Context: an optimization exercise on an open-source flow, tuned for a short achievable clock period and few clock cycles per item. The choices shown serve that exercise and are no tape-out recipe. At most, simulation tests tie the RTL to the original design; equivalence was not proved. For runs 3 and 4, only the layout was checked, not whether the RTL still works. No activity file was given, so power comes from the tool's default toggle rates.

==> flow/design.v <==
module cpu(clk, rst, imem_addr, imem_rdata, dmem_addr, dmem_rdata, dmem_we, dmem_wdata);
  input clk;
  input rst;
  output [9:0] imem_addr;
  input [31:0] imem_rdata;
  output [9:0] dmem_addr;
  input [31:0] dmem_rdata;
  output dmem_we;
  output [31:0] dmem_wdata;
  reg [31:0] RF [1:31];
  reg [31:0] wRes, w2Res;      
  reg [4:0] wDest;             
  reg [4:0] eDest;
  reg eSW, eK;
  wire [4:0] eDestV = eK ? 5'd0 : eDest;
  wire eSWV = eSW & ~eK;
  reg [15:0] bhtH, bhtL;
  integer k;
  reg uV, uInv;
  reg [3:0] uIdx;
  reg [9:0] PC;                 
  reg [9:0] PCn;                
  wire [31:0] fI = imem_rdata;
  wire fJ = fI[31:26] == 6'd2;
  wire fBr = fI[31:27] == 5'b00010;
  wire fInv = bhtH[PCn[3:0]];   
  wire fPT = fBr & (fI[15] ^ fInv);
  wire [9:0] fPC1 = PCn;
  wire [9:0] fBT, fBT1, fPC2, fJT1;
  add10c u_fbt(.a(PCn), .b(fI[9:0]), .ci(1'b0), .s(fBT));
  add10c u_fbt1(.a(PCn), .b(fI[9:0]), .ci(1'b1), .s(fBT1));
  add10c u_pc2(.a(PCn), .b(10'd0), .ci(1'b1), .s(fPC2));
  add10c u_jt1(.a(fI[9:0]), .b(10'd0), .ci(1'b1), .s(fJT1));
  wire [9:0] fNext0 = fJ ? fI[9:0] : fBr & fI[15] ? fBT : fPC1;
  wire [9:0] fNext1 = fJ ? fI[9:0] : fBr & ~fI[15] ? fBT : fPC1;
  wire [9:0] fNext = fInv ? fNext1 : fNext0;
  wire [9:0] fNextP0 = fJ ? fJT1 : fBr & fI[15] ? fBT1 : fPC2;
  wire [9:0] fNextP1 = fJ ? fJT1 : fBr & ~fI[15] ? fBT1 : fPC2;
  wire [9:0] fNextP = fInv ? fNextP1 : fNextP0;
  wire [9:0] fAlt = fInv ^ fI[15] ? fPC1 : fBT;
  wire [4:0] fRs = fI[25:21], fRt = fI[20:16];
  wire [31:0] fA0 = fRs[2:0] == 3'd0 ? 32'd0 : RF[{2'd0, fRs[2:0]}];
  wire [31:0] fA1 = RF[{2'd1, fRs[2:0]}], fA2 = RF[{2'd2, fRs[2:0]}], fA3 = RF[{2'd3, fRs[2:0]}];
  wire [31:0] fB0 = fRt[2:0] == 3'd0 ? 32'd0 : RF[{2'd0, fRt[2:0]}];
  wire [31:0] fB1 = RF[{2'd1, fRt[2:0]}], fB2 = RF[{2'd2, fRt[2:0]}], fB3 = RF[{2'd3, fRt[2:0]}];
  reg [31:0] dI;
  reg [31:0] dA0, dA1, dA2v, dA3v, dB0, dB1, dB2v, dB3v;
  reg dV, dPT, dA2, dA3, dB2, dB3;
  reg [3:0] gA, gB;            
  reg dStall;                  
  reg [9:0] dAlt, dAlt1;       
  reg [9:0] dPCn, dPCn1;       
  reg [3:0] dIdx;
  wire [5:0] dOp = dI[31:26], dFn = dI[5:0];
  wire [4:0] dRs = dI[25:21], dRt = dI[20:16], dRd = dI[15:11];
  wire dR = dOp == 6'd0;
  wire dSLL = dR & dFn == 6'd0, dSRL = dR & dFn == 6'd2, dADD = dR & dFn == 6'd32,
       dSUB = dR & dFn == 6'd34, dAND = dR & dFn == 6'd36, dOR = dR & dFn == 6'd37,
       dNOR = dR & dFn == 6'd39;
  wire dADDI = dOp == 6'd8, dANDI = dOp == 6'd12, dORI = dOp == 6'd13,
       dLW = dOp == 6'd35, dSW = dOp == 6'd43, dBEQ = dOp == 6'd4, dBNE = dOp == 6'd5;
  wire dRW = dSLL | dSRL | dADD | dSUB | dAND | dOR | dNOR;
  wire dIW = dADDI | dANDI | dORI | dLW;
  wire [4:0] dDest = dRW ? dRd : dIW ? dRt : 5'd0;
  wire dImm = dADDI | dANDI | dORI;
  wire [31:0] dSimm = {{16{dI[15]}}, dI[15:0]};
  wire [31:0] dA = ({32{gA[0]}} & dA0) | ({32{gA[1]}} & dA1) | ({32{gA[2]}} & dA2v) | ({32{gA[3]}} & dA3v);
  wire [31:0] dB = ({32{gB[0]}} & dB0) | ({32{gB[1]}} & dB1) | ({32{gB[2]}} & dB2v) | ({32{gB[3]}} & dB3v);
  wire [31:0] dAv = dA2 ? wRes : dA3 ? w2Res : dA;
  wire [31:0] dBv = dB2 ? wRes : dB3 ? w2Res : dB;
  wire [9:0] dAddr;
  add10c u_addr(.a(dAv[9:0]), .b(dI[11:2]), .ci(1'b0), .s(dAddr));
  wire dMA = eDestV != 5'd0 & eDestV == dRs;
  wire dMB = eDestV != 5'd0 & eDestV == dRt;
  wire dGo = dV & ~dStall;
  wire fLW = fI[31:26] == 6'd35, fMem = fLW | fI[31:26] == 6'd43;
  wire fStall = (fMem & dGo & dDest != 5'd0 & dDest == fRs) | (fLW & dGo & dSW);
  reg eBeq, eBne, ePT, eSt;
  reg [3:0] eIdx;
  reg [9:0] eAlt, eAlt1, eAddr, mAddr;
  reg [31:0] eA, eB, eO2, eO2n;  
  reg [4:0] eSh;
  reg sAdd, sSub, sAnd, sOr, sNor, sSll, sSrl, sLw;
  reg eZok, eZsh;              
  reg [31:0] eZm;              
  reg sWe;
  reg [31:0] sData;
  wire [31:0] sum = eA + eO2;
  wire [32:0] difx = {eA, 1'b1} + {eO2n, 1'b1};
  wire [31:0] dif = difx[32:1];
  wire [31:0] res = ({32{sAdd}} & sum) | ({32{sSub}} & dif) | ({32{sAnd}} & (eA & eO2)) | ({32{sOr}} & (eA | eO2))
                  | ({32{sNor}} & ~(eA | eO2)) | ({32{sSll}} & (eB << eSh))
                  | ({32{sSrl}} & (eB >> eSh)) | ({32{sLw}} & dmem_rdata);
  wire eEq = eA == eB;
  wire eBr = ~eK & (eBeq | eBne);
  wire eTaken = eBeq ? eEq : ~eEq;
  wire eMis = eBr & (eTaken ^ ePT);
  wire [31:0] eZv = eZsh ? eB & eZm : ({32{sAnd}} & (eA & eO2)) | ({32{sOr}} & (eA | eO2))
                                      | ({32{sNor}} & ~(eA | eO2));
  wire eZ = eZv == 32'd0;
  wire [4:0] dX = dRs == 5'd0 ? dRt : dRs;
  wire dEarly = dV & (dBEQ | dBNE) & ((dRs == 5'd0) ^ (dRt == 5'd0)) & eZok & eDestV == dX;
  wire dTakenE = dBEQ ? eZ : ~eZ;
  wire dMisE = dEarly & (dTakenE ^ dPT);
  wire [31:0] nA = dMA ? res : dAv;
  wire [31:0] nB = dMB ? res : dBv;
  assign imem_addr = PC;
  assign dmem_addr = mAddr;
  assign dmem_we = sWe;
  assign dmem_wdata = sData;
  always @(posedge clk) begin
    if(rst) begin
      PC <= 10'd0;
      PCn <= 10'd1;
      dV <= 1'b0;
      bhtH <= 16'd0;
      bhtL <= 16'd0;
      uV <= 1'b0;
      eDest <= 5'd0;
      eSW <= 1'b0;
      eBeq <= 1'b0;
      eBne <= 1'b0;
      eK <= 1'b0;
      dStall <= 1'b0;
      wDest <= 5'd0;
      sWe <= 1'b0;
    end else begin
      if(eMis) begin
        PC <= eAlt;
        PCn <= eAlt1;
        dV <= 1'b0;
      end else if(dMisE) begin
        PC <= dAlt;
        PCn <= dAlt1;
        dV <= 1'b0;
      end else if(~dStall) begin
        PC <= fNext;
        PCn <= fNextP;
        dV <= 1'b1;
      end else begin
        PC <= dPCn;
        PCn <= dPCn1;
      end
      for(k = 0; k < 16; k = k + 1)
        if(uV & uIdx == k) begin
          bhtH[k] <= uInv ? bhtH[k] | bhtL[k] : bhtH[k] & bhtL[k];
          bhtL[k] <= uInv ? ~bhtL[k] | bhtH[k] : ~bhtL[k] & bhtH[k];
        end
      uV <= eBr;
      eDest <= dGo ? dDest : 5'd0;
      eSW <= dGo & dSW;
      eBeq <= dGo & dBEQ;
      eBne <= dGo & dBNE;
      eK <= eMis;
      dStall <= ~eMis & ~dStall & fStall;
      wDest <= eDestV;
      sWe <= eSWV;
    end
    uIdx <= eIdx;
    uInv <= eTaken ^ eSt;
    if(~dStall) begin
      dI <= fI;
      dPT <= fPT;
      dAlt <= fAlt;
      dAlt1 <= fInv ^ fI[15] ? fPC2 : fBT1;
      dPCn <= PCn;
      dPCn1 <= fPC2;
      dIdx <= PCn[3:0];
      gA <= 4'd1 << fI[25:24];
      gB <= 4'd1 << fI[20:19];
      dA0 <= fA0; dA1 <= fA1; dA2v <= fA2; dA3v <= fA3;
      dB0 <= fB0; dB1 <= fB1; dB2v <= fB2; dB3v <= fB3;
      dA2 <= eDestV != 5'd0 & eDestV == fRs;
      dB2 <= eDestV != 5'd0 & eDestV == fRt;
      dA3 <= wDest != 5'd0 & wDest == fRs;
      dB3 <= wDest != 5'd0 & wDest == fRt;
    end else begin
      dA0 <= dAv; dA1 <= dAv; dA2v <= dAv; dA3v <= dAv;
      dB0 <= dBv; dB1 <= dBv; dB2v <= dBv; dB3v <= dBv;
      dA2 <= dMA;
      dB2 <= dMB;
      dA3 <= 1'b0;
      dB3 <= 1'b0;
    end
    ePT <= dPT ^ dMisE;
    eSt <= dI[15];
    eIdx <= dIdx;
    eAlt <= dAlt;
    eAlt1 <= dAlt1;
    eAddr <= dAddr;
    mAddr <= eSWV ? eAddr : dAddr;
    eA <= nA;
    eB <= nB;
    eO2 <= dImm ? dSimm : nB;
    eO2n <= ~nB;
    eSh <= dI[10:6];
    sAdd <= dADD | dADDI;
    sSub <= dSUB;
    sAnd <= dAND | dANDI;
    sOr <= dOR | dORI;
    sNor <= dNOR;
    sSll <= dSLL;
    sSrl <= dSRL;
    sLw <= dLW;
    eZok <= dSLL | dSRL | dAND | dANDI | dOR | dORI | dNOR;
    eZsh <= dSLL | dSRL;
    eZm <= dSLL ? 32'hffffffff >> dI[10:6] : 32'hffffffff << dI[10:6];
    sData <= eB;
    wRes <= res;
    w2Res <= wRes;
    if(wDest != 5'd0) RF[wDest] <= wRes;
  end
endmodule
module add10c(a, b, ci, s);
  input [9:0] a, b;
  input ci;
  output [9:0] s;
  wire [10:0] x = {a, 1'b1} + {b, ci};
  assign s = x[10:1];
endmodule
==> flow/flow/run.sh <==
#!/bin/bash
# The standard layout (standard.sh) with these changes:
# - synthesis leaves Yosys's adders to ABC instead of mapping them to the
#   library's full/half-adder cells, and ABC maps for delay (structural choices, then its classic
#   mapper; flow/abc.script) instead of ORFS's speed script;
set -o pipefail
export ADDER_MAP_FILE=
export MY_ABC_SCRIPT=$PWD/flow/abc.script
# The standard flow's synthesis script with the ABC script replaced
{ head -n 1 synth_recipe.tcl
  cat <<'EOT'
proc abc {args} {
  set i [lsearch -exact $args -script]
  if {$i >= 0} { set args [lreplace $args $i [expr {$i + 1}] -script $::env(MY_ABC_SCRIPT)] }
  yosys abc {*}$args
}
EOT
  tail -n +2 synth_recipe.tcl; } > flow_synth.tcl
bash standard.sh SYNTH_SCRIPT=$PWD/flow_synth.tcl SETUP_SLACK_MARGIN=5 finish 2>&1 | tee standard.log
==> flow/flow/abc.script <==
strash
dch
map -D 300
buffer -c
topo
stime -c
upsize -c
dnsize -c
==> flow/standard.sh <==
#!/bin/bash
# synth_recipe.tcl (not shown) runs the flow's synth.tcl, then flattens the netlist and writes it again
# the make line also repeats each setting of config.mk as NAME=value (left out here)
make -C /OpenROAD-flow-scripts/flow DESIGN_CONFIG=/design/flow/config.mk WORK_HOME=/design/flow/orfs CLKGATE_MAP_FILE= SYNTH_SCRIPT=/design/flow/synth_recipe.tcl "${@:-finish}"
==> flow/config.mk <==
export PLATFORM = sky130hd
export DESIGN_NAME = cpu
export DESIGN_NICKNAME = cpu
export VERILOG_FILES = /design/flow/design.v
export SDC_FILE = /design/flow/constraint.sdc
export NUM_CORES = 8
export LEC_CHECK = 0
export CAP_MARGIN = 20
export CORE_MARGIN = 2
export CORE_UTILIZATION = 55
export CTS_CLUSTER_DIAMETER = 100
export CTS_CLUSTER_SIZE = 20
export SETUP_SLACK_MARGIN = 5
export SLEW_MARGIN = 20
export SYNTH_HIERARCHICAL = 1
==> flow/constraint.sdc <==
create_clock -name core_clock -period 7.5 [get_ports {clk}]
set_input_delay 1.5000 -clock core_clock [delete_from_list [all_inputs] [get_ports {clk}]]
set_output_delay 1.5000 -clock core_clock [all_outputs]
set_load 0.01 [all_outputs]
==> run notes, run 1 <==
----------------------------------------------------
[Min path]
  Type of the worst min-delay path ... register to register

[Critical path]
  Critical-path cell list ... clkinvlp_4, buf_12, nand2_4, o21a_1, nand2_2, nand2_4, nor2_4, o211ai_1, o2111a_2, nand4_1, nand2_1, inv_1
  Data arrival time at the worst-slack endpoint ... between 3 and 4 ns
  Kind of critical path ... register to register
  Maximum net fanout on the critical path ... 7
  Crit path required time ... 8.15 ns
  Kind of end point of the critical path ... register
  Setup crit start kind ... register
  Most used cell along the critical path ... sky130_fd_sc_hd__nand2_4
  CP max stage delay ... 0.51 ns
  Slowest cell on crit path ... sky130_fd_sc_hd__dfxtp_4

[Synth]
  Syn Std Cell Area ... 0.0855 mm2
  Synthesized flop and latch total ... between 1,500 and 2,000
  Area share of the leading cell type in the synthesized netlist ... a little under two fifths
  Proportion of synthesized flip-flops having asynchronous set or reset ... 0%
  Leading post-synthesis cells by cell area ... sky130_fd_sc_hd__edfxtp_1 (38%), sky130_fd_sc_hd__dfxtp_1 (15%), sky130_fd_sc_hd__o21ai_0 (7.7%)
  Largest area contributor in the synthesized netlist ... sky130_fd_sc_hd__edfxtp_1
  Number of synthesized flops with an enable pin ... 1,073
  Part of the Yosys area used for sequential elements ... 52.9%
  Post-Syn Instances ... 9,593
  Post-Syn Area per Cell ... 8.91 um2
  Count of cell types in the netlist ... 90
  Post-synth top flop ... sky130_fd_sc_hd__edfxtp_1
  Warnings, synthesis ... 7

[Power and ir drop]
  Leakage ... around 36 nW
  Worst-case vdd ir drop ... approximately 0.00024 V
  Power density over the cells ... 234 mW/mm2

[STA]
  Clock period minus final worst setup slack ... 2.75 ns
  # setup viols final ... 0
  Final worst hold slack ... slightly above 0.3 ns
  Unrepaired setup endpoints after global routing ... yes
  Slew Viols, Final ... 0
  Worst rel slew slack ... 18.5%
  Fmax ... 363 MHz
  Final TNS setup ... 0 ns
  Final worst-path cycle share ... 36.7%
  Clock Skews ... 0.0782 ns
  Transition time at the pin with the least slew margin ... roughly 1.2 ns
  Number of hold-slack violations in the final timing report ... 0

[Clock tree]
  CTS Root Cell ... sky130_fd_sc_hd__clkbuf_16
  Clock tree from TritonCTS ... done
  Clock Pin Slew Worst Setup and Hold Paths ... around 0.10 ns
  Maximum level of the CTS H-tree ... 3
  Maximum buffer depth of the clock tree ... 3
  TritonCTS buffer count ... 100
  Clk Latency, worst-skew pair ... 0.81 ns
  CTS Sinks ... 1,725
  Hold-fix buffer count after cts ... 0

[Die]
  Effective utilization at floorplan ... 55.4%
  Die boundary height ... 398 um
  Die X ... around 400 um
  Num rows ... 144
  Number of ports placed on the die boundary ... 119
  Placeable Area ... roughly 0.15 mm2
  Die area ... ~0.16 mm2

[Placed design]
  Hpwl dp ... 217 mm
  Routability Congestion ... 1.05
  PortBufs ... 118

[Global routing]
  Maximum number of pins on one net before global-route repair ... 132
  Gr ovfl total ... 0
  Wire length of the first global-routing pass ... 531 mm
  Number of antenna violations at the first check in global routing ... 23
  Via count of the first global-routing pass ... 76,975
  Overall track demand over capacity in global routing ... 45.9%

[Routing]
  DR pass1 iterations ... 10
  Post-route antenna net violation count ... 0
  First DRT Iteration DRCs ... 15,529
  Vias per inst ... a little over 7
  Via count of the routed design ... around 84,000
  Residual DRC count ... 0
  Routed wire length ... 389 mm
  Routed wire length per instance ... around 33 um

[Outcome]
  Status ... timing/DRC/antenna clean

[Finish]
  Max reg flops ... 992
  Synthesis-to-layout area growth ... 16.4%
  Proportion of layout cells with a drive suffix above 1 ... between 15 and 20%
  Register with the highest flop count ... RF
  Number of nets at the end of the flow ... just under 10,000
  End-of-flow core utilization ... 64.5%

[Job]
  Maxcap violations ... 0

----------------------------------------------------
## worst paths after layout
path	start	end	slack (ns)	depth (start not counted)
min reg2reg	dAlt1[0]	eAlt1[0]	0.31	0
max	eSh[0]	eB[27]	4.75	12
min	dAlt1[0]	eAlt1[0]	0.31	0
max reg2reg	eSh[0]	eB[27]	4.75	12
## power breakdown
| part | switching, W | internal, W | leakage, nW |
|---|---|---|---|
| clock network | 0.00338 | 0.00259 | 1.43 |
| logic | 0.00394 | 0.00215 | 19.2 |
| registers | 0.000607 | 0.0106 | 15.7 |
| total | 0.00793 | 0.0154 | 36.3 |
## what timing repair did
action                                  in CTS  in global routing
pin swaps                                   87                237
setup buffers                              107                125
endpoints found under the setup margin     811                440
hold endpoints to repair                     0                  0
gates resized for setup                    927                693
cloned                                      31                 28
## cell families after synthesis
group                      synth area share (%)
AOI/OAI and AO/OA                          23.4
buffers and inverters                      5.26
DFF                                        52.9
xor gates and xnor gates                  0.817
adders and majority gates                0.0117
and+or+nand+nor                            17.6
other                                   0.00878
muxes                                    0.0117
## Yosys stat by module, one instance, submodules excluded
module	cells inside	flip-flops and latches
add10c	105	0
cpu	9068	1725
## layout make-up
| type | instances | area (um2) |
|---|---|---|
| well taps | 2044 | 2560 |
| flip-flops and latches | 1725 | 45600 |
| repair inverters | 9 | 78.8 |
| diodes | 11 | 27.5 |
| multi-input cells | 6775 | 39600 |
| inverters | 510 | 2130 |
| repair buffers | 531 | 6540 |
| clock inverters | 14 | 253 |
| clock buffers | 173 | 2790 |
| fillers | 12520 | 54700 |
## metal layers
layer  wire length (um)  vias up  part of all wire, %  track usage (%)
met2             158000     7628                   41             65.2
met3              64700     1767                   17             14.7
li1                   -    35024                    -                -
met4              30200       24                  7.8             28.4
met5                538        -                 0.14                0
met1             135000    39967                   35             60.8
## critical path, delay by kind of cell (launching register included)
| family | cells | cell delay [ns] |
|---|---|---|
| compound gates | 3 | 1.06 |
| flops | 1 | 0.51 |
| simple gates | 6 | 0.57 |
| buf+inv | 3 | 0.45 |
## Yosys cell counts (24+ instances only)
cell type / instances
sky130_fd_sc_hd__o221ai_1: 397
sky130_fd_sc_hd__nand2_1: 1118
sky130_fd_sc_hd__o2111a_1: 24
sky130_fd_sc_hd__o21ai_1: 45
sky130_fd_sc_hd__o21ai_0: 1317
sky130_fd_sc_hd__buf_1: 36
sky130_fd_sc_hd__clkbuf_1: 536
sky130_fd_sc_hd__inv_2: 30
sky130_fd_sc_hd__o211ai_1: 226
sky130_fd_sc_hd__a21oi_1: 346
sky130_fd_sc_hd__o2111ai_1: 26
sky130_fd_sc_hd__nand3_1: 344
sky130_fd_sc_hd__nor2_1: 1555
sky130_fd_sc_hd__nor3_1: 47
sky130_fd_sc_hd__a31o_2: 125
sky130_fd_sc_hd__or2_2: 60
sky130_fd_sc_hd__o22ai_1: 175
sky130_fd_sc_hd__xor2_1: 57
sky130_fd_sc_hd__a22oi_1: 130
sky130_fd_sc_hd__buf_2: 57
sky130_fd_sc_hd__inv_1: 472
sky130_fd_sc_hd__nand4_1: 227
sky130_fd_sc_hd__dfxtp_1: 652
sky130_fd_sc_hd__a31oi_1: 83
sky130_fd_sc_hd__edfxtp_1: 1073
sky130_fd_sc_hd__nor2_2: 43
## metrics by stage
stage               area [um2]  setup slack (ns)  total power, W  instances
floorplan                86900              4.66          0.0144       9652
global placement         88400              2.90          0.0160      11303
detailed placement       88400              2.94          0.0161      11303
CTS                      95300              4.74          0.0222      11628
global route             99500              4.73          0.0239      11783
finish                   99500              4.75          0.0233      11792
## placed cells by master (no fill, tap or decap), drive strengths merged, types with 13 or more instances in the layout
cell type	count
nor3	50
nand4	233
nand2	1136
o22ai	178
o2111a	24
o21bai	20
xnor2	19
or2	70
o221ai	398
o32ai	23
a41oi	18
a21boi	24
o21a	23
inv	513
a31o	126
xor2	59
dfxtp	652
buf	441
clkdlybuf4s50	37
nor2	1612
nand3b	13
edfxtp	1073
clkinv	13
a21oi	363
a22oi	130
o211ai	232
and2	28
clkbuf	205
conb	61
a211oi	18
o2111ai	26
a31oi	85
nand3	354
o21ai	1373
Testbench counts, summed over its fixed seeds: cycles 46,044, instructions 44,290.
==> inputs of run 2 (changes only) <==
--- a/flow/config.mk
+++ b/flow/config.mk
@@ -9,5 +9,5 @@
 export CORE_MARGIN = 2
-export CORE_UTILIZATION = 55
+export CORE_UTILIZATION = 50
 export CTS_CLUSTER_DIAMETER = 100
-export CTS_CLUSTER_SIZE = 20
+export CTS_CLUSTER_SIZE = 15
 export SETUP_SLACK_MARGIN = 5
==> run notes, run 2 <==
----------------------------------------------------
[Outcome]
  Status ... timing/DRC/antenna clean

[Die]
  Effective utilization at floorplan ... 50.4%
  Die area ... roughly 0.17 mm2
  Placeable Area ... 0.170 mm2
  Die boundary height ... 418 um
  Die X ... 418 um
  Number of ports placed on the die boundary ... ~120
  Num rows ... ~150

[STA]
  # setup viols final ... 0
  Number of hold-slack violations in the final timing report ... 0
  Unrepaired setup endpoints after global routing ... yes
  Fmax ... 356 MHz
  Final TNS setup ... 0 ns
  Clock Skews ... 0.0365 ns
  Slew Viols, Final ... 0
  Final worst-path cycle share ... 37.5%
  Transition time at the pin with the least slew margin ... 1.19 ns
  Worst rel slew slack ... about a fifth
  Clock period minus final worst setup slack ... 2.81 ns

[Synth]
  Number of synthesized flops with an enable pin ... 1,073
  Count of cell types in the netlist ... 90
  Post-Syn Area per Cell ... 8.91 um2
  Largest family of logic cells by synthesized area ... compound AO/OA/AOI/OAI gates
  Complex-gate fraction of the synthesized area ... 23.4%
  Area share of the leading cell type in the synthesized netlist ... 37.7%
  Most repeated cell in the gate-level netlist after synthesis ... sky130_fd_sc_hd__nor2_1
  Post-Syn Instances ... 9,593
  Part of the Yosys area used for sequential elements ... 52.9%
  Multiplexer area fraction after synthesis ... 0.0117%
  Leading post-synthesis cells by instance count ... sky130_fd_sc_hd__nor2_1 (1,555), sky130_fd_sc_hd__o21ai_0 (1,317), sky130_fd_sc_hd__nand2_1 (1,118)
  Post-synth top flop ... sky130_fd_sc_hd__edfxtp_1
  Synthesized flop and latch total ... 1,725
  Share of synthesized cell area in full adder, half adder and majority cells ... 0.0117%
  Largest area contributor in the synthesized netlist ... sky130_fd_sc_hd__edfxtp_1
  Leading post-synthesis cells by cell area ... sky130_fd_sc_hd__edfxtp_1 (38%), sky130_fd_sc_hd__dfxtp_1 (15%), sky130_fd_sc_hd__o21ai_0 (7.7%)
  Area share of xor/xnor cells in the synthesized design ... less than 1%
  Syn Std Cell Area ... between 0.08 and 0.09 mm2
  Simple logic cell fraction of the synthesized area ... 17.6%
  Proportion of synthesized flip-flops having asynchronous set or reset ... 0%
  Warnings, synthesis ... 7

[Clock tree]
  Clk Latency, worst-skew pair ... about 0.83 ns
  CTS Root Cell ... sky130_fd_sc_hd__clkbuf_16
  Maximum buffer depth of the clock tree ... 3
  TritonCTS buffer count ... roughly 140
  Clock Pin Slew Worst Setup and Hold Paths ... ~0.07 ns
  Clock tree from TritonCTS ... done
  CTS Sinks ... 1,725
  Maximum level of the CTS H-tree ... 4
  Hold-fix buffer count after cts ... 0

[Power and ir drop]
  Power density over the cells ... 239 mW/mm2
  Worst-case vdd ir drop ... 0.000274 V
  Power dissipated by switching net loads ... 0.00801 W
  Int Power ... 0.0163 W
  Combinational cell fraction of total power ... 24.1%
  Sequential power share ... 46.4%
  Clock share of power ... 29.5%
  Leakage ... 37.1 nW
  Total Power ... 0.0243 W
  Fraction of power spent switching nets ... 33.0%

[Finish]
  Number of nets at the end of the flow ... approximately 9,800
  Non-filler cells, final ... 12,084
  Max reg flops ... slightly below 1,000
  Register with the highest flop count ... RF
  Most common cell after layout, fill and taps aside ... sky130_fd_sc_hd__nor2_1
  Synthesis-to-layout area growth ... 18.7%
  Final-layout fill cell count ... 14,686
  Commonest cells after routing, fill and taps aside ... sky130_fd_sc_hd__nor2_1 (1,419), sky130_fd_sc_hd__o21ai_0 (1,111), sky130_fd_sc_hd__edfxtp_1 (1,073), sky130_fd_sc_hd__nand2_1 (1,006), sky130_fd_sc_hd__dfxtp_1 (507)
  Post-route standard cell area excluding fillers ... between 0.1 and 0.15 mm2
  End-of-flow core utilization ... 59.8%
  Proportion of layout cells with a drive suffix above 1 ... 19.1%

[Critical path]
  Data arrival time at the worst-slack endpoint ... about 1.3 ns
  R2r worst-path depth ... 12
  FF-to-FF setup slack ... between 4 and 5 ns
  Kind of end point of the critical path ... primary output
  Worst path buffer plus inverter count ... 1
  Maximum net fanout on the critical path ... 1
  Crit path required time ... ~6 ns
  Setup crit start kind ... register
  Kind of critical path ... register to primary output
  CP max stage delay ... approximately 0.38 ns
  Crit. Startpoint ... PC[0]
  Start of the worst register-to-register path ... sNor
  Slowest cell on crit path ... sky130_fd_sc_hd__dfxtp_2
  Reg-to-reg critical path endpoint ... PC[4]
  Top Family by Delay on Critical Path ... flip-flops
  Critical-path cell list ... buf_6

[Min path]
  Worst hold path stage count ... 0
  Type of the worst min-delay path ... register to register
  Hold endpoint ... uIdx[2]
  Hold path startpoint ... eIdx[2]

[Placed design]
  Hpwl dp ... 220 mm
  Placed cells ... 11,486
  PortBufs ... between 100 and 150
  Routability Congestion ... 1.03
  Placement Cell Area ... about 0.089 mm2

[Global routing]
  Overall track demand over capacity in global routing ... 42.3%
  Via count of the first global-routing pass ... about 75,000
  Maximum number of pins on one net before global-route repair ... 138
  Number of antenna violations at the first check in global routing ... 18
  Wire length of the first global-routing pass ... 536 mm
  Gr ovfl total ... 0

[Routing]
  Vias per inst ... about 7
  Post-route antenna net violation count ... 0
  Via count of the routed design ... 83,451
  First DRT Iteration DRCs ... 13,844
  DR pass1 iterations ... 7
  Routed wire length ... 392 mm
  Residual DRC count ... 0
  Routed wire length per instance ... 32.4 um

[Job]
  Maxcap violations ... 0

----------------------------------------------------
==> run 2: cell families after synthesis <==
logic type / after synthesis
muxes: 1
DFF: 1725
and+or+nand+nor: 3512
other: 2
buffers and inverters: 1155
AOI/OAI and AO/OA: 3119
xor gates and xnor gates: 78
adders and majority gates: 1
==> run 2: what timing repair did <==
item,4_1_cts,5_1_grt
cloned,35,19
buffers inserted,133,159
pin swaps,109,286
endpoints found under the setup margin,959,556
gates resized for setup,980,722
==> run 2: how the worst max path moves through the flow <==
stage          slack, ns           end  cells after the start
2_1_floorplan       4.66         PC[5]                     11
3_3_place_gp        3.27       dB0[31]                      6
3_5_place_dp        3.22       dB0[31]                      6
4_1_cts             4.67  imem_addr[0]                      1
5_1_grt             4.68  imem_addr[0]                      1
6_report            4.69  imem_addr[0]                      1
==> run 2: power groups by stage <==
stage          clock network, W  logic [W]  registers [W]
3_3_place_gp                  0    0.00459         0.0114
3_5_place_dp                  0    0.00461         0.0114
2_1_floorplan                 0    0.00324         0.0111
6_report                0.00717    0.00584         0.0113
4_1_cts                 0.00716    0.00499         0.0112
5_1_grt                 0.00750    0.00620         0.0113
==> run 2: worst register-to-register path, delay by kind of cell (launching register included) <==
family	cells	cell delay (ns)
compound gates	1	0.22
buf+inv	2	0.30
flops	1	0.40
simple gates	9	1.73
==> run 2: per-layer routing <==
layer / wire (um) / vias up / global-route usage (%)
met5: 149 / - / 0
met2: 160000 / 6483 / 60.2
met4: 26300 / 22 / 22.8
met3: 56600 / 1281 / 12.2
li1: - / 35207 / -
met1: 149000 / 40458 / 58.2
==> run 2: through the flow <==
step	hold WS [ns]	setup WS (ns)
after detailed placement	0.316	3.22
after floorplan	0.310	4.66
after global routing	0.351	4.68
final	0.338	4.69
after CTS	0.341	4.67
after global placement	0.315	3.27
==> run 2: area by class of cell <==
type | instances | area (um2) | area share (%)
Tap cell | 2218 | 2780 | 2.73
Multi-Input combinational cell | 6775 | 39900 | 39.3
Sequential cell | 1725 | 45600 | 44.9
Antenna cell | 4 | 10.0 | 0.00986
Clock inverter | 15 | 176 | 0.174
Timing Repair Buffer | 593 | 6900 | 6.80
Inverter | 510 | 2140 | 2.11
Timing Repair inverter | 11 | 103 | 0.101
Clock buffer | 233 | 3890 | 3.84
==> run 2: Yosys stat by module, one instance, submodules excluded <==
module  times used  cells  flip-flops and latches
add10c           5    105                       0
cpu              1   9068                    1725
==> inputs of run 3 (changes only) <==
--- a/flow/design.v
+++ b/flow/design.v
@@ -80,5 +80,6 @@
   reg [9:0] eAlt, eAlt1, eAddr, mAddr;
-  reg [31:0] eA, eB, eO2, eO2n;  
+  reg [31:0] eA, eB, eO2;      
+  reg eSub;
   reg [4:0] eSh;
-  reg sAdd, sSub, sAnd, sOr, sNor, sSll, sSrl, sLw;
+  reg sAdd, sAnd, sOr, sNor, sSll, sSrl, sLw;
   reg eZok, eZsh;              
@@ -87,6 +88,5 @@
   reg [31:0] sData;
-  wire [31:0] sum = eA + eO2;
-  wire [32:0] difx = {eA, 1'b1} + {eO2n, 1'b1};
-  wire [31:0] dif = difx[32:1];
-  wire [31:0] res = ({32{sAdd}} & sum) | ({32{sSub}} & dif) | ({32{sAnd}} & (eA & eO2)) | ({32{sOr}} & (eA | eO2))
+  wire [32:0] sumx = {eA, 1'b1} + {eO2, eSub};
+  wire [31:0] sum = sumx[32:1];
+  wire [31:0] res = ({32{sAdd}} & sum) | ({32{sAnd}} & (eA & eO2)) | ({32{sOr}} & (eA | eO2))
                   | ({32{sNor}} & ~(eA | eO2)) | ({32{sSll}} & (eB << eSh))
@@ -193,7 +193,6 @@
     eB <= nB;
-    eO2 <= dImm ? dSimm : nB;
-    eO2n <= ~nB;
+    eO2 <= dImm ? dSimm : nB ^ {32{dSUB}};
+    eSub <= dSUB;
     eSh <= dI[10:6];
-    sAdd <= dADD | dADDI;
-    sSub <= dSUB;
+    sAdd <= dADD | dSUB | dADDI;
     sAnd <= dAND | dANDI;
--- a/flow/config.mk
+++ b/flow/config.mk
@@ -10,4 +10,2 @@
 export CORE_UTILIZATION = 50
-export CTS_CLUSTER_DIAMETER = 100
-export CTS_CLUSTER_SIZE = 15
 export SETUP_SLACK_MARGIN = 5
==> run notes, run 3 <==
----------------------------------------------------
[Outcome]
  Status ... timing/DRC/antenna clean

[Finish]
  Most common cell after layout, fill and taps aside ... sky130_fd_sc_hd__nor2_1
  Proportion of layout cells with a drive suffix above 1 ... 18.7%
  Commonest cells after routing, fill and taps aside ... sky130_fd_sc_hd__nor2_1 (1,207), sky130_fd_sc_hd__edfxtp_1 (1,073), sky130_fd_sc_hd__nand2_1 (1,050), sky130_fd_sc_hd__o21ai_0 (902), sky130_fd_sc_hd__dfxtp_1 (496)
  Number of nets at the end of the flow ... 9,204
  Synthesis-to-layout area growth ... 20.4%
  Max reg flops ... about 990
  Register with the highest flop count ... RF

[Synth]
  Part of the Yosys area used for sequential elements ... 54.5%
  Proportion of synthesized flip-flops having asynchronous set or reset ... 0%
  Largest area contributor in the synthesized netlist ... sky130_fd_sc_hd__edfxtp_1
  Synthesized flop and latch total ... 1,693
  Count of cell types in the netlist ... 80
  Warnings, synthesis ... 7
  Syn Std Cell Area ... 0.0819 mm2
  Number of synthesized flops with an enable pin ... around 1,100
  Post-Syn Instances ... 8,978
  Leading post-synthesis cells by instance count ... sky130_fd_sc_hd__nor2_1 (1,309), sky130_fd_sc_hd__o21ai_0 (1,277), sky130_fd_sc_hd__nand2_1 (1,147)
  Most repeated cell in the gate-level netlist after synthesis ... sky130_fd_sc_hd__nor2_1
  Area share of the leading cell type in the synthesized netlist ... 39.4%
  Post-Syn Area per Cell ... 9.12 um2
  Post-synth top flop ... sky130_fd_sc_hd__edfxtp_1
  Leading post-synthesis cells by cell area ... sky130_fd_sc_hd__edfxtp_1 (39%), sky130_fd_sc_hd__dfxtp_1 (15%), sky130_fd_sc_hd__o21ai_0 (7.8%)

[Clock tree]
  Hold-fix buffer count after cts ... 0
  Clk Latency, worst-skew pair ... 0.87 ns
  CTS Sinks ... 1,693
  TritonCTS buffer count ... 180
  Maximum buffer depth of the clock tree ... 3
  CTS Root Cell ... sky130_fd_sc_hd__clkbuf_16
  Clock Pin Slew Worst Setup and Hold Paths ... 0.06 ns
  Maximum level of the CTS H-tree ... 4
  Clock tree from TritonCTS ... done

[Critical path]
  Start of the worst register-to-register path ... eB[23]
  Crit. Startpoint ... eB[23]
  Slowest cell on crit path ... sky130_fd_sc_hd__dfxtp_4
  Kind of end point of the critical path ... register
  Maximum net fanout on the critical path ... 6
  Data arrival time at the worst-slack endpoint ... roughly 3.7 ns
  Kind of critical path ... register to register
  CP max stage delay ... 0.45 ns
  Setup crit start kind ... register
  Crit path required time ... 8.27 ns
  Critical-path cell list ... inv_1, nand2_1, nand4_1, nor3_2, nand4_1, buf_4, or3_4, nand2_4, nand2_4, a31oi_4, buf_8, buf_12, o2111ai_1, nand3_1

[Routing]
  Routed wire length ... around 370 mm
  Post-route antenna net violation count ... 0
  Via count of the routed design ... 77,988
  Routed wire length per instance ... 32.0 um
  Residual DRC count ... 0
  Vias per inst ... slightly below 7
  First DRT Iteration DRCs ... between 10,000 and 15,000
  DR pass1 iterations ... 9

[Global routing]
  Number of antenna violations at the first check in global routing ... 13
  Overall track demand over capacity in global routing ... between 40% and 50%
  Via count of the first global-routing pass ... 71,730
  Maximum number of pins on one net before global-route repair ... 152
  Wire length of the first global-routing pass ... 505 mm
  Gr ovfl total ... 0

[STA]
  Final worst-path cycle share ... 39.3%
  Clock Skews ... approximately 0.047 ns
  Fmax ... 339 MHz
  Slew Viols, Final ... 0
  Unrepaired setup endpoints after global routing ... yes
  Worst rel slew slack ... 21.1%
  Clock period minus final worst setup slack ... 2.95 ns
  Transition time at the pin with the least slew margin ... 1.18 ns
  Final TNS setup ... 0 ns
  # setup viols final ... 0
  Number of hold-slack violations in the final timing report ... 0
  Post-route worst setup slack ... 4.55 ns

[Placed design]
  Worst setup slack after placement ... 3.18 ns
  Hpwl dp ... 198 mm
  PortBufs ... about 120
  Routability Congestion ... about 1.0

[Die]
  Die X ... around 410 um
  Placeable Area ... 0.163 mm2
  Effective utilization at floorplan ... 50.4%
  Number of ports placed on the die boundary ... 119
  Die area ... 0.167 mm2
  Die boundary height ... slightly above 400 um
  Num rows ... 148

[Power and ir drop]
  Power density over the cells ... 254 mW/mm2
  Worst-case vdd ir drop ... about 0.00026 V
  Total Power ... 0.0250 W
  Leakage ... 36.3 nW

[Job]
  Maxcap violations ... 0

[Min path]
  Type of the worst min-delay path ... register to register
  Hold path startpoint ... eIdx[1]

----------------------------------------------------
## run 3: changes by cell type in the layout (fill, tap and decap cells not counted), sizes merged, moves of 31 or more
cell    previous run  this run
nor2            1612      1363
nand4            233       107
buf              513       443
o22ai            178       115
nand3            353       293
inv              509       455
clkinv            14        67
a21oi            363       411
o21ai           1373      1328
o311ai             3        44
clkbuf           254       289
dfxtp            652       620
nand2           1136      1167
## run 3: per-module statistics from Yosys (local to each module, per instance)
module,copies in the design,cells inside
add10c,5,105
cpu,1,8453
## run 3: where the power goes
group	switching, W	leakage, nW	internal, W
Clock	0.00392	2.87	0.00499
Sequential	0.000517	15.4	0.0105
Combinational	0.00330	18.0	0.00184
Total	0.00773	36.3	0.0173
## run 3: metal layers
metal  vias to the layer above  global-route usage, %  part of all wire, %
li1                      33035                      -                    -
met1                     37887                   55.7                   38
met4                         8                   25.5                  7.1
met5                         -                      0                0.011
met2                      5756                   60.1                   42
met3                      1302                   10.2                   13
## run 3: cells by family (layout without fill, tap and decap cells)
family          after synthesis  in the layout  share of synthesized area, %
compound gates             3030           3030                          23.6
xor+xnor                     70             73                         0.758
fa+ha+maj                     3              3                        0.0367
buf+inv                    1090           1345                          5.18
flops                      1693           1693                          54.5
mux                           8              8                        0.0978
other cells                   2             69                       0.00917
simple gates               3082           3084                          15.8
## run 3: cell type report
class | count | area (um2)
fillers | 13767 | 64000
well taps | 2175 | 2720
repair buffers | 532 | 6500
multi-input cells | 6259 | 36500
repair inverters | 10 | 87.6
inverters | 462 | 2010
clock buffers | 267 | 5090
clock inverters | 74 | 782
flip-flops and latches | 1693 | 44900
diodes | 8 | 20.0
## run 3: critical path, delay by kind of cell (launching register included)
family	cells	cell delay (ns)
flops	1	0.45
buf+inv	4	0.73
simple gates	8	1.33
compound gates	2	0.36
## run 3: per-stage QoR
step | instances | hold WS (ns) | util [%] | area [um2]
floorplan | 9037 | 0.310 | - | 83600
CTS | 11372 | 0.334 | 58.7 | 95400
detailed placement | 10854 | 0.322 | 52.4 | 85200
global route | 11472 | 0.352 | 60.6 | 98600
finish | 11480 | 0.328 | 60.6 | 98600
global placement | 10854 | 0.324 | 52.4 | 85200
## run 3: timing repair
item,4_1_cts,5_1_grt
resized for setup,878,557
setup endpoints to repair,715,532
setup buffers,142,77
pin swaps,98,214
gates cloned,35,22
## run 3: final timing paths
kind         slack [ns]  depth (start not counted)      end
max                4.55                         14   PCn[8]
min                0.33                          0  uIdx[1]
max reg2reg        4.55                         14   PCn[8]
min reg2reg        0.33                          0  uIdx[1]
==> inputs of run 4 (changes only) <==
--- a/flow/config.mk
+++ b/flow/config.mk
@@ -9,3 +9,3 @@
 export CORE_MARGIN = 2
-export CORE_UTILIZATION = 50
+export CORE_UTILIZATION = 45
 export SETUP_SLACK_MARGIN = 5
==> run notes, run 4 <==
----------------------------------------------------
[Min path]
  Hold endpoint ... uIdx[1]
  Type of the worst min-delay path ... register to register
  Hold path startpoint ... eIdx[1]
  Worst hold path stage count ... 0

[Placed design]
  PortBufs ... roughly 120
  Hpwl dp ... 201 mm
  Routability Congestion ... roughly 1.0
  Placement Cell Area ... ~0.085 mm2

[STA]
  Transition time at the pin with the least slew margin ... roughly 1.2 ns
  Clock period minus final worst setup slack ... 2.92 ns
  Worst rel slew slack ... 20.3%
  Number of hold-slack violations in the final timing report ... 0
  Slew Viols, Final ... 0
  Final worst hold slack ... 0.310 ns
  Final TNS setup ... 0 ns
  Clock Skews ... between 0.06 and 0.07 ns
  # setup viols final ... 0
  Fmax ... around 340 MHz
  Final worst-path cycle share ... 39.0%
  Unrepaired setup endpoints after global routing ... yes

[Routing]
  DR pass1 iterations ... 8
  Top routing layer in use ... met5
  Via count of the routed design ... 78,111
  Routed wire length per instance ... ~31 um
  Vias per inst ... between 6 and 7
  Post-route antenna net violation count ... 0
  First DRT Iteration DRCs ... 12,277
  Routed wire length ... 368 mm
  Detailed-routing wirelength on met1 ... roughly 140 mm
  Met2 WL ... 155 mm
  Residual DRC count ... 0
  Met3 layer wire length in the routed design ... 47.3 mm

[Critical path]
  Setup crit start kind ... register
  Top Family by Delay on Critical Path ... simple AND/OR/NAND/NOR gates
  Worst path buffer plus inverter count ... 7
  Data arrival time at the worst-slack endpoint ... between 3 and 4 ns
  Start of the worst register-to-register path ... eB[25]
  R2r worst-path depth ... 17
  Slowest cell on crit path ... sky130_fd_sc_hd__or3_4
  FF-to-FF setup slack ... 4.58 ns
  Kind of critical path ... register to register
  CP max stage delay ... 0.41 ns
  Most used cell along the critical path ... sky130_fd_sc_hd__buf_12
  Maximum net fanout on the critical path ... 5
  Critical-path cell list ... buf_12, clkinvlp_4, nand2_1, nand4_1, nor3_2, nand4_1, buf_6, or3_4, nand2_4, nand2_4, a31oi_4, buf_12, buf_4, buf_12, buf_16, nand3_1, nand3_1
  Crit path required time ... 8.28 ns
  Kind of end point of the critical path ... register
  Reg-to-reg critical path endpoint ... PC[1]

[Outcome]
  Status ... timing/DRC/antenna clean

[Clock tree]
  CTS Root Cell ... sky130_fd_sc_hd__clkbuf_16
  Clock tree from TritonCTS ... done
  Clock Pin Slew Worst Setup and Hold Paths ... 0.06 ns
  Clk Latency, worst-skew pair ... 0.88 ns
  TritonCTS buffer count ... 181
  CTS Sinks ... 1,693
  Maximum buffer depth of the clock tree ... 3
  Maximum level of the CTS H-tree ... 4

[Synth]
  Post-Syn Area per Cell ... 9.12 um2
  Warnings, synthesis ... 7
  Part of the Yosys area used for sequential elements ... 54.5%
  Proportion of synthesized flip-flops having asynchronous set or reset ... 0%
  Largest area contributor in the synthesized netlist ... sky130_fd_sc_hd__edfxtp_1
  Leading post-synthesis cells by instance count ... sky130_fd_sc_hd__nor2_1 (1,309), sky130_fd_sc_hd__o21ai_0 (1,277), sky130_fd_sc_hd__nand2_1 (1,147)
  Most repeated cell in the gate-level netlist after synthesis ... sky130_fd_sc_hd__nor2_1
  Count of cell types in the netlist ... 80
  Post-synth top flop ... sky130_fd_sc_hd__edfxtp_1
  Leading post-synthesis cells by cell area ... sky130_fd_sc_hd__edfxtp_1 (39%), sky130_fd_sc_hd__dfxtp_1 (15%), sky130_fd_sc_hd__o21ai_0 (7.8%)
  Number of synthesized flops with an enable pin ... 1,073
  Post-Syn Instances ... 8,978
  Syn Std Cell Area ... 0.0819 mm2
  Synthesized flop and latch total ... 1,693
  Area share of the leading cell type in the synthesized netlist ... 39.4%

[Die]
  Die X ... ~430 um
  Effective utilization at floorplan ... between 40% and 50%
  Die area ... approximately 0.19 mm2
  Placeable Area ... 0.181 mm2
  Num rows ... between 150 and 200
  Die boundary height ... 431 um
  Number of ports placed on the die boundary ... roughly 120

[Finish]
  Combined flip-flop and latch cell area ... roughly 0.045 mm2
  Combined area of the multi-input logic cells ... 0.0363 mm2
  Post-route standard cell area excluding fillers ... 0.0994 mm2
  Max reg flops ... 992
  Proportion of layout cells with a drive suffix above 1 ... 19.1%
  Most common cell after layout, fill and taps aside ... sky130_fd_sc_hd__nor2_1
  Number of nets at the end of the flow ... 9,249
  End-of-flow core utilization ... 55.0%
  Register with the highest flop count ... RF
  Synthesis-to-layout area growth ... 21.4%
  Final-layout fill cell count ... 15,829
  Commonest cells after routing, fill and taps aside ... sky130_fd_sc_hd__nor2_1 (1,209), sky130_fd_sc_hd__edfxtp_1 (1,073), sky130_fd_sc_hd__nand2_1 (1,055), sky130_fd_sc_hd__o21ai_0 (918), sky130_fd_sc_hd__dfxtp_1 (473)

[Global routing]
  Overall track demand over capacity in global routing ... 37.5%
  Maximum number of pins on one net before global-route repair ... 106
  Number of antenna violations at the first check in global routing ... 12
  Gr ovfl total ... 0
  Via count of the first global-routing pass ... roughly 72,000
  Wire length of the first global-routing pass ... 508 mm

[Power and ir drop]
  Power density over the cells ... 256 mW/mm2
  Leakage ... 36.7 nW
  Worst-case vdd ir drop ... roughly 0.00023 V
  Total Power ... 0.0254 W

[Job]
  Maxcap violations ... 0

----------------------------------------------------
## run 4: cell type report
cell class | instances | share of cell area, %
tap | 2370 | 2.98
clock buffer | 266 | 5.26
sequential | 1693 | 45.2
multi-input combinational | 6257 | 36.5
clock inverter | 76 | 0.876
timing repair buffer | 575 | 7.03
timing repair inverter | 13 | 0.116
inverter | 462 | 2.02
antenna | 3 | 0.00755
## run 4: repair_timing
| item | 4_1_cts | 5_1_grt |
|---|---|---|
| pin swaps | 102 | 175 |
| setup endpoints to repair | 847 | 502 |
| hold buffers | 0 | 0 |
| cloned | 42 | 22 |
| hold endpoints to repair | 0 | 0 |
| buffers inserted | 131 | 123 |
| gates resized for setup | 902 | 512 |
## run 4: how the worst max path moves through the flow
| stage | start | endpoint | slack (ns) | cells after the start |
|---|---|---|---|---|
| 3_3_place_gp | imem_rdata[16] | dB0[18] | 3.08 | 7 |
| 5_1_grt | eB[25] | PCn[6] | 4.51 | 17 |
| 6_report | eB[25] | PC[1] | 4.58 | 17 |
| 2_1_floorplan | imem_rdata[2] | PCn[9] | 4.68 | 12 |
| 4_1_cts | PC[2] | imem_addr[2] | 4.59 | 1 |
| 3_5_place_dp | imem_rdata[16] | dB0[26] | 3.06 | 7 |
## run 4: routing by layer
metal / global-route usage (%) / up-vias
met5: 0 / -
met4: 22.0 / 18
met3: 9.53 / 1267
met2: 54.7 / 5810
met1: 50.4 / 37887
li1: - / 33129
## run 4: modules after synthesis (local to each module, per instance)
| module | flops+latches | cell area [um2] | times used | cells |
|---|---|---|---|---|
| cpu | 1693 | 78600 | 1 | 8453 |
| add10c | 0 | 647 | 5 | 105 |
## run 4: report_power, final
part	switching (W)	leakage [nW]	total [W]	internal (W)
clock	0.00394	3.00	0.00925	0.00531
sequential	0.000572	15.4	0.0110	0.0105
combinational	0.00325	18.3	0.00512	0.00188
total	0.00775	36.7	0.0254	0.0177
## run 4: logic make-up after synthesis
logic type / Yosys count / share of synthesized area (%)
XOR/XNOR: 70 / 0.758
buffers and inverters: 1090 / 5.18
flip-flops: 1693 / 54.5
AND/OR/NAND/NOR: 3082 / 15.8
adder cells (fa/ha/maj): 3 / 0.0367
multiplexers: 8 / 0.0978
AO/OA/AOI/OAI: 3030 / 23.6
other: 2 / 0.00917
## run 4: stage by stage
step	worst slack (ns)	std cells
finish	4.58	11715
global placement	3.08	11050
global route	4.51	11712
detailed placement	3.06	11052
floorplan	4.68	9037
CTS	4.59	11567
==> inputs of run 5 (changes only) <==
--- a/flow/design.v
+++ b/flow/design.v
@@ -51,3 +51,2 @@
   reg [9:0] dAlt, dAlt1;       
-  reg [9:0] dPCn, dPCn1;       
   reg [3:0] dIdx;
@@ -139,5 +138,2 @@
         dV <= 1'b1;
-      end else begin
-        PC <= dPCn;
-        PCn <= dPCn1;
       end
@@ -165,4 +161,2 @@
       dAlt1 <= fInv ^ fI[15] ? fPC2 : fBT1;
-      dPCn <= PCn;
-      dPCn1 <= fPC2;
       dIdx <= PCn[3:0];
==> run notes, run 5 <==
----------------------------------------------------
[Die]
  Num rows ... 156
  Die boundary height ... 430 um
  Die X ... 430 um
  Effective utilization at floorplan ... 45.2%
  Die area ... 0.185 mm2
  Number of ports placed on the die boundary ... ~120
  Placeable Area ... 0.180 mm2

[Critical path]
  FF-to-FF setup slack ... 4.77 ns
  Kind of end point of the critical path ... primary output
  Worst path buffer plus inverter count ... 1
  Data arrival time at the worst-slack endpoint ... 1.35 ns
  CP max stage delay ... 0.39 ns
  Crit path required time ... 6.00 ns
  Top Family by Delay on Critical Path ... flip-flops
  Critical-path cell list ... buf_6
  Slowest cell on crit path ... sky130_fd_sc_hd__dfxtp_4
  Reg-to-reg critical path endpoint ... eO2[31]
  R2r worst-path depth ... 8
  Start of the worst register-to-register path ... sSll
  Kind of critical path ... register to primary output
  Maximum net fanout on the critical path ... 2
  Setup crit start kind ... register

[Finish]
  Final-layout fill cell count ... 15,570
  End-of-flow core utilization ... between 50% and 60%
  Most common cell after layout, fill and taps aside ... sky130_fd_sc_hd__nor2_1
  Commonest cells after routing, fill and taps aside ... sky130_fd_sc_hd__nor2_1 (1,226), sky130_fd_sc_hd__edfxtp_1 (1,057), sky130_fd_sc_hd__nand2_1 (937), sky130_fd_sc_hd__o21ai_0 (904), sky130_fd_sc_hd__dfxtp_1 (481)
  Max reg flops ... 992
  Post-route standard cell area excluding fillers ... 0.101 mm2
  Synthesis-to-layout area growth ... 23.9%
  Number of nets at the end of the flow ... between 9,000 and 10,000
  Register with the highest flop count ... RF
  Proportion of layout cells with a drive suffix above 1 ... ~22%
  Non-filler cells, final ... 11,797

[Min path]
  Hold path startpoint ... eIdx[2]
  Worst hold path stage count ... 0
  Hold endpoint ... uIdx[2]
  Type of the worst min-delay path ... register to register

[Placed design]
  Placement Cell Area ... 0.0852 mm2
  Placed cells ... 11,025
  PortBufs ... about 120
  Routability Congestion ... 1.04
  Hpwl dp ... 207 mm

[STA]
  Worst rel slew slack ... 19.1%
  Number of hold-slack violations in the final timing report ... 0
  Slew Viols, Final ... 0
  Unrepaired setup endpoints after global routing ... yes
  # setup viols final ... 0
  Fmax ... 351 MHz
  Clock Skews ... ~0.039 ns
  Final TNS setup ... 0 ns
  Final worst-path cycle share ... 38.0%
  Clock period minus final worst setup slack ... 2.85 ns
  Transition time at the pin with the least slew margin ... 1.21 ns

[Synth]
  Post-synth top flop ... sky130_fd_sc_hd__edfxtp_1
  Most repeated cell in the gate-level netlist after synthesis ... sky130_fd_sc_hd__nor2_1
  Part of the Yosys area used for sequential elements ... approximately 54%
  Warnings, synthesis ... 7
  Syn Std Cell Area ... 0.0816 mm2
  Post-Syn Instances ... 8,949
  Synthesized flop and latch total ... 1,677
  Proportion of synthesized flip-flops having asynchronous set or reset ... 0%
  Largest area contributor in the synthesized netlist ... sky130_fd_sc_hd__edfxtp_1
  Count of cell types in the netlist ... 86
  Leading post-synthesis cells by cell area ... sky130_fd_sc_hd__edfxtp_1 (39%), sky130_fd_sc_hd__dfxtp_1 (15%), sky130_fd_sc_hd__o21ai_0 (7.9%)
  Area share of the leading cell type in the synthesized netlist ... approximately two fifths
  Number of synthesized flops with an enable pin ... 1,057
  Leading post-synthesis cells by instance count ... sky130_fd_sc_hd__nor2_1 (1,347), sky130_fd_sc_hd__o21ai_0 (1,293), sky130_fd_sc_hd__nand2_1 (1,070)
  Post-Syn Area per Cell ... 9.12 um2

[Routing]
  First DRT Iteration DRCs ... 12,491
  Residual DRC count ... 0
  Routed wire length per instance ... 32.2 um
  Vias per inst ... 6.70
  Via count of the routed design ... 79,043
  Post-route antenna net violation count ... 0
  DR pass1 iterations ... 7
  Routed wire length ... 380 mm

[Power and ir drop]
  Power density over the cells ... 250 mW/mm2
  Combinational cell fraction of total power ... a little over a fifth
  Int Power ... approximately 0.017 W
  Fraction of power spent switching nets ... between 30% and 40%
  Worst-case vdd ir drop ... 0.000198 V
  Sequential power share ... 42.7%
  Leakage ... ~37 nW
  Clock share of power ... 36.4%
  Power dissipated by switching net loads ... 0.00782 W

[Clock tree]
  Clk Latency, worst-skew pair ... 0.87 ns
  Maximum level of the CTS H-tree ... 4
  Maximum buffer depth of the clock tree ... 3
  Clock Pin Slew Worst Setup and Hold Paths ... 0.06 ns
  Clock tree from TritonCTS ... done
  TritonCTS buffer count ... 180
  CTS Root Cell ... sky130_fd_sc_hd__clkbuf_16
  CTS Sinks ... 1,677

[Global routing]
  Maximum number of pins on one net before global-route repair ... 128
  Overall track demand over capacity in global routing ... 38.4%
  Number of antenna violations at the first check in global routing ... 19
  Via count of the first global-routing pass ... 72,277
  Gr ovfl total ... 0
  Wire length of the first global-routing pass ... 517 mm

[Outcome]
  Status ... timing/DRC/antenna clean

[Job]
  Maxcap violations ... 0

----------------------------------------------------
-- run 5: changes by cell type in the layout (fill, tap and decap cells not counted), moves of 22 or more --
cell,before,now
sky130_fd_sc_hd__a21oi_1,335,287
sky130_fd_sc_hd__a31o_2,123,148
sky130_fd_sc_hd__a31oi_1,66,90
sky130_fd_sc_hd__buf_4,273,325
sky130_fd_sc_hd__buf_6,85,116
sky130_fd_sc_hd__nand2_1,1055,937
sky130_fd_sc_hd__nand2_2,77,124
sky130_fd_sc_hd__nand3_1,233,199
sky130_fd_sc_hd__nand4_1,106,134
sky130_fd_sc_hd__nor2_4,87,109
sky130_fd_sc_hd__o211ai_1,213,159
-- run 5: area by class of cell --
| cell class | instances | area [um2] | share of cell area (%) |
|---|---|---|---|
| Antenna cell | 11 | 27.5 | 0.0272 |
| Multi-Input combinational cell | 6243 | 37500 | 37.1 |
| Clock buffer | 249 | 5090 | 5.04 |
| Sequential cell | 1677 | 44400 | 44.0 |
| Timing Repair inverter | 12 | 101 | 0.100 |
| Inverter | 472 | 2040 | 2.02 |
| Tap cell | 2370 | 2970 | 2.93 |
| Clock inverter | 91 | 965 | 0.954 |
| Timing Repair Buffer | 672 | 8000 | 7.91 |
-- run 5: modules after synthesis (local to each module, per instance) --
module,copies in the design,flip-flops and latches,cells inside,area (um2)
add10c,5,0,105,647
cpu,1,1677,8424,78300
-- run 5: worst max path at each step --
stage	start	endpoint	cells past startpoint
final	PC[8]	imem_addr[8]	1
after global routing	PC[8]	imem_addr[8]	1
after CTS	PC[3]	imem_addr[3]	1
after detailed placement	imem_rdata[5]	PC[7]	15
after global placement	imem_rdata[5]	PC[7]	15
after floorplan	imem_rdata[28]	PC[5]	10
-- run 5: kinds of logic (layout without fill, tap and decap cells) --
group,Yosys count,in the layout,share of synthesized area (%)
other,2,72,0.00921
muxes,3,3,0.0368
xor gates and xnor gates,75,75,0.822
AOI/OAI and AO/OA,3041,3041,23.9
adders and majority gates,7,7,0.0859
DFF,1677,1677,54.1
and+or+nand+nor,3045,3056,15.7
buffers and inverters,1099,1496,5.27
-- run 5: metrics by stage --
step	hold slack (ns)	power, W	setup WS, ns
final	0.328	0.0253	4.65
after global routing	0.329	0.0260	4.62
after CTS	0.327	0.0246	4.61
after detailed placement	0.313	0.0149	3.02
after global placement	0.311	0.0149	2.98
after floorplan	0.310	0.0134	4.55
-- run 5: power by group through the flow --
stage / Combinational (W) / Sequential, W / Clock, W
3_5_place_dp: 0.00401 / 0.0109 / 0
5_1_grt: 0.00556 / 0.0108 / 0.00959
3_3_place_gp: 0.00401 / 0.0109 / 0
6_report: 0.00528 / 0.0108 / 0.00919
2_1_floorplan: 0.00267 / 0.0107 / 0
4_1_cts: 0.00461 / 0.0108 / 0.00921
-- run 5: what timing repair did --
action / 4_1_cts / 5_1_grt
endpoints found under the setup margin: 1006 / 478
pin swaps: 180 / 240
cloned: 46 / 27
gates resized for setup: 1156 / 625
setup buffers: 194 / 154
hold buffers: 0 / 0
-- run 5: routing by layer --
layer  up-vias  share of wire, %  GRT usage (%)
li1      33367                 -              -
met1     38377                38           51.5
met2      5932                42           55.8
met3      1359                13           9.33
met4         8               7.2           23.7
met5         -             0.033              0
Testbench counts of run 5, summed over its fixed seeds: cycles 46,044, instructions 44,290.
==> inputs of run 6 (changes only) <==
--- a/flow/config.mk
+++ b/flow/config.mk
@@ -10,2 +10,3 @@
 export CORE_UTILIZATION = 45
+export PLACE_DENSITY = 0.7
 export SETUP_SLACK_MARGIN = 5
==> run notes, run 6 <==
----------------------------------------------------
[Clock tree]
  TritonCTS buffer count ... 174
  Maximum level of the CTS H-tree ... 4
  Maximum buffer depth of the clock tree ... 3
  Clock Pin Slew Worst Setup and Hold Paths ... roughly 0.06 ns
  Clk Latency, worst-skew pair ... roughly 0.9 ns
  Clock tree from TritonCTS ... done
  CTS Root Cell ... sky130_fd_sc_hd__clkbuf_16
  CTS Sinks ... around 1,700

[Routing]
  Routed wire length ... 354 mm
  Post-route antenna net violation count ... 0
  Vias per inst ... about 7
  Via count of the routed design ... about 80,000
  Detailed-routing wirelength on met1 ... around 120 mm
  Top routing layer in use ... met5
  Met2 WL ... roughly 150 mm
  Routed wire length per instance ... 30.3 um
  DR pass1 iterations ... 10
  Residual DRC count ... 0
  Met3 layer wire length in the routed design ... 54.6 mm
  First DRT Iteration DRCs ... 14,088

[Synth]
  Number of synthesized flops with an enable pin ... 1,057
  Count of cell types in the netlist ... 86
  Synthesized flop and latch total ... 1,677
  Leading post-synthesis cells by instance count ... sky130_fd_sc_hd__nor2_1 (1,347), sky130_fd_sc_hd__o21ai_0 (1,293), sky130_fd_sc_hd__nand2_1 (1,070)
  Largest area contributor in the synthesized netlist ... sky130_fd_sc_hd__edfxtp_1
  Syn Std Cell Area ... 0.0816 mm2
  Warnings, synthesis ... 7
  Part of the Yosys area used for sequential elements ... 54.1%
  Proportion of synthesized flip-flops having asynchronous set or reset ... 0%
  Leading post-synthesis cells by cell area ... sky130_fd_sc_hd__edfxtp_1 (39%), sky130_fd_sc_hd__dfxtp_1 (15%), sky130_fd_sc_hd__o21ai_0 (7.9%)
  Area share of the leading cell type in the synthesized netlist ... 38.9%
  Post-Syn Area per Cell ... 9.12 um2
  Most repeated cell in the gate-level netlist after synthesis ... sky130_fd_sc_hd__nor2_1
  Post-Syn Instances ... 8,949
  Post-synth top flop ... sky130_fd_sc_hd__edfxtp_1

[Global routing]
  Maximum number of pins on one net before global-route repair ... 133
  Number of antenna violations at the first check in global routing ... 20
  Gr ovfl total ... 0
  Via count of the first global-routing pass ... 73,356
  Wire length of the first global-routing pass ... just under 500 mm
  Overall track demand over capacity in global routing ... 35.5%

[Finish]
  Max reg flops ... 992
  Proportion of layout cells with a drive suffix above 1 ... 19.8%
  Synthesis-to-layout area growth ... 21.3%
  End-of-flow core utilization ... 54.9%
  Commonest cells after routing, fill and taps aside ... sky130_fd_sc_hd__nor2_1 (1,239), sky130_fd_sc_hd__edfxtp_1 (1,057), sky130_fd_sc_hd__nand2_1 (960), sky130_fd_sc_hd__o21ai_0 (914), sky130_fd_sc_hd__dfxtp_1 (499)
  Final-layout fill cell count ... 15,235
  Most common cell after layout, fill and taps aside ... sky130_fd_sc_hd__nor2_1
  Post-route standard cell area excluding fillers ... roughly 0.099 mm2
  Number of nets at the end of the flow ... around 9,200
  Register with the highest flop count ... RF

[STA]
  Final worst-path cycle share ... 37.8%
  Clock Skews ... 0.0589 ns
  Clock period minus final worst setup slack ... 2.83 ns
  Slew Viols, Final ... 0
  Worst rel slew slack ... 22.8%
  Unrepaired setup endpoints after global routing ... yes
  # setup viols final ... 0
  Fmax ... 353 MHz
  Number of hold-slack violations in the final timing report ... 0
  Transition time at the pin with the least slew margin ... 1.16 ns
  Final TNS setup ... 0 ns

[Die]
  Effective utilization at floorplan ... 45.2%
  Number of ports placed on the die boundary ... 119
  Die area ... roughly 0.18 mm2
  Num rows ... 156
  Die X ... 430 um
  Placeable Area ... 0.180 mm2
  Die boundary height ... 430 um

[Power and ir drop]
  Total Power ... around 0.025 W
  Power density over the cells ... roughly 250 mW/mm2
  Leakage ... about 36 nW
  Worst-case vdd ir drop ... roughly 0.00027 V

[Job]
  Maxcap violations ... 0

[Min path]
  Type of the worst min-delay path ... register to register

[Critical path]
  Data arrival time at the worst-slack endpoint ... 1.33 ns
  CP max stage delay ... between 0.3 and 0.4 ns
  Crit path required time ... 6.00 ns
  Setup crit start kind ... register
  Kind of end point of the critical path ... primary output
  Worst path buffer plus inverter count ... 1
  Kind of critical path ... register to primary output
  Critical-path cell list ... buf_6
  Maximum net fanout on the critical path ... 2
  Top Family by Delay on Critical Path ... flip-flops
  Slowest cell on crit path ... sky130_fd_sc_hd__dfxtp_4

[Placed design]
  Placement Cell Area ... 0.0850 mm2
  Routability Congestion ... 1.07
  Hpwl dp ... 192 mm
  PortBufs ... 118

[Outcome]
  Status ... timing/DRC/antenna clean

----------------------------------------------------
run 6: cell counts after synthesis:
Identical to the previous run, type by type.
run 6: repair_timing:
| action | 4_1_cts | 5_1_grt |
|---|---|---|
| gates resized for setup | 878 | 690 |
| pin swaps | 108 | 233 |
| hold buffers | 0 | 0 |
| gates cloned | 42 | 27 |
| endpoints found under the setup margin | 923 | 495 |
| setup buffers | 152 | 124 |
run 6: routing by layer:
layer / up-vias / global-route usage, %
met5: - / 0
met2: 7007 / 51.9
met4: 18 / 23.7
li1: 33155 / -
met1: 37881 / 45.4
met3: 1827 / 10.8
run 6: final timing paths:
kind	from	endpoint	slack, ns	cells after the start
worst max-delay path	PC[0]	imem_addr[0]	4.67	1
worst min-delay path	eIdx[1]	uIdx[1]	0.33	0
worst min register to register	eIdx[1]	uIdx[1]	0.33	0
worst max register to register	eO2[23]	PCn[0]	4.78	10
run 6: final cells by class:
cell class | instances | area [um2] | area share [%]
multi-input cells | 6248 | 37100 | 37.5
clock buffers | 251 | 4920 | 4.97
inverters | 472 | 2070 | 2.09
clock inverters | 76 | 856 | 0.865
repair inverters | 18 | 159 | 0.161
well taps | 2370 | 2970 | 3.00
repair buffers | 570 | 6500 | 6.56
diodes | 12 | 30.0 | 0.0303
flip-flops and latches | 1677 | 44400 | 44.9
run 6: metrics by stage:
step | std cells | setup slack, ns | hold slack [ns]
after floorplan | 9008 | 4.55 | 0.310
after CTS | 11531 | 4.66 | 0.325
after global placement | 11009 | 3.13 | 0.314
after global routing | 11687 | 4.64 | 0.339
after detailed placement | 11010 | 3.09 | 0.314
final | 11694 | 4.67 | 0.327
run 6: cells by family (layout without fill, tap and decap cells):
logic type               count (synthesis)  after routing  synth area share [%]
buffers and inverters                 1099           1387                  5.27
adder cells (fa/ha/maj)                  7              7                0.0859
multiplexers                             3              3                0.0368
XOR/XNOR                                75             78                 0.822
other                                    2             73               0.00921
AO/OA/AOI/OAI                         3041           3042                  23.9
flip-flops                            1677           1677                  54.1
AND/OR/NAND/NOR                       3045           3057                  15.7
run 6: power breakdown:
group,internal [W],switching (W),leakage [nW]
Combinational,0.00175,0.00325,18.2
Clock,0.00498,0.00385,2.80
Sequential,0.0103,0.000471,15.2
Total,0.0170,0.00757,36.2
run 6: per-module statistics from Yosys (local to each module, per instance):
module	times used	flops+latches	cell area [um2]	cells inside
add10c	5	0	647	105
cpu	1	1677	78300	8424

-- static timing again, ports no longer ideal --
In the flow no input, the clock included, has a driving cell. The finished layouts below were timed again as built, in two steps. Step 1 assumes that a clkbuf_16 drives the clock port and a buf_2 every other input. Step 2 times the ports against the registers' clock, not the clock port: input delays grow and output delays shrink by t, the midpoint of the rising clock arrivals with the driver on. a / b / c = no drivers / after step 1 / after step 2; a / b = the first two.
run	t (ns)	slack for setup (ns)	hold slack, ns	worst setup path after step 2	worst slew at a driven data input, ns
run 1	0.854	4.746 / 4.674 / 3.905	0.311 / 0.311 / 0.311	input to register	0.39
run 2	0.901	4.689 / 4.601 / 3.904	0.338 / 0.338 / 0.338	input to register	0.31
run 3	0.938	4.550 / 4.550 / 3.854	0.328 / 0.328 / 0.328	input to register	0.43
run 4	0.949	4.578 / 4.544 / 3.799	0.310 / 0.310 / 0.310	input to register	0.34
run 5	0.936	4.651 / 4.566 / 3.877	0.328 / 0.328 / 0.328	input to register	0.32
run 6	0.940	4.668 / 4.588 / 3.788	0.327 / 0.327 / 0.327	input to register	0.35
After both steps setup and hold are still met in every run listed. The setup slack of run 6, which loses most, moves by -0.080 ns with the drivers and by -0.880 ns with both steps.
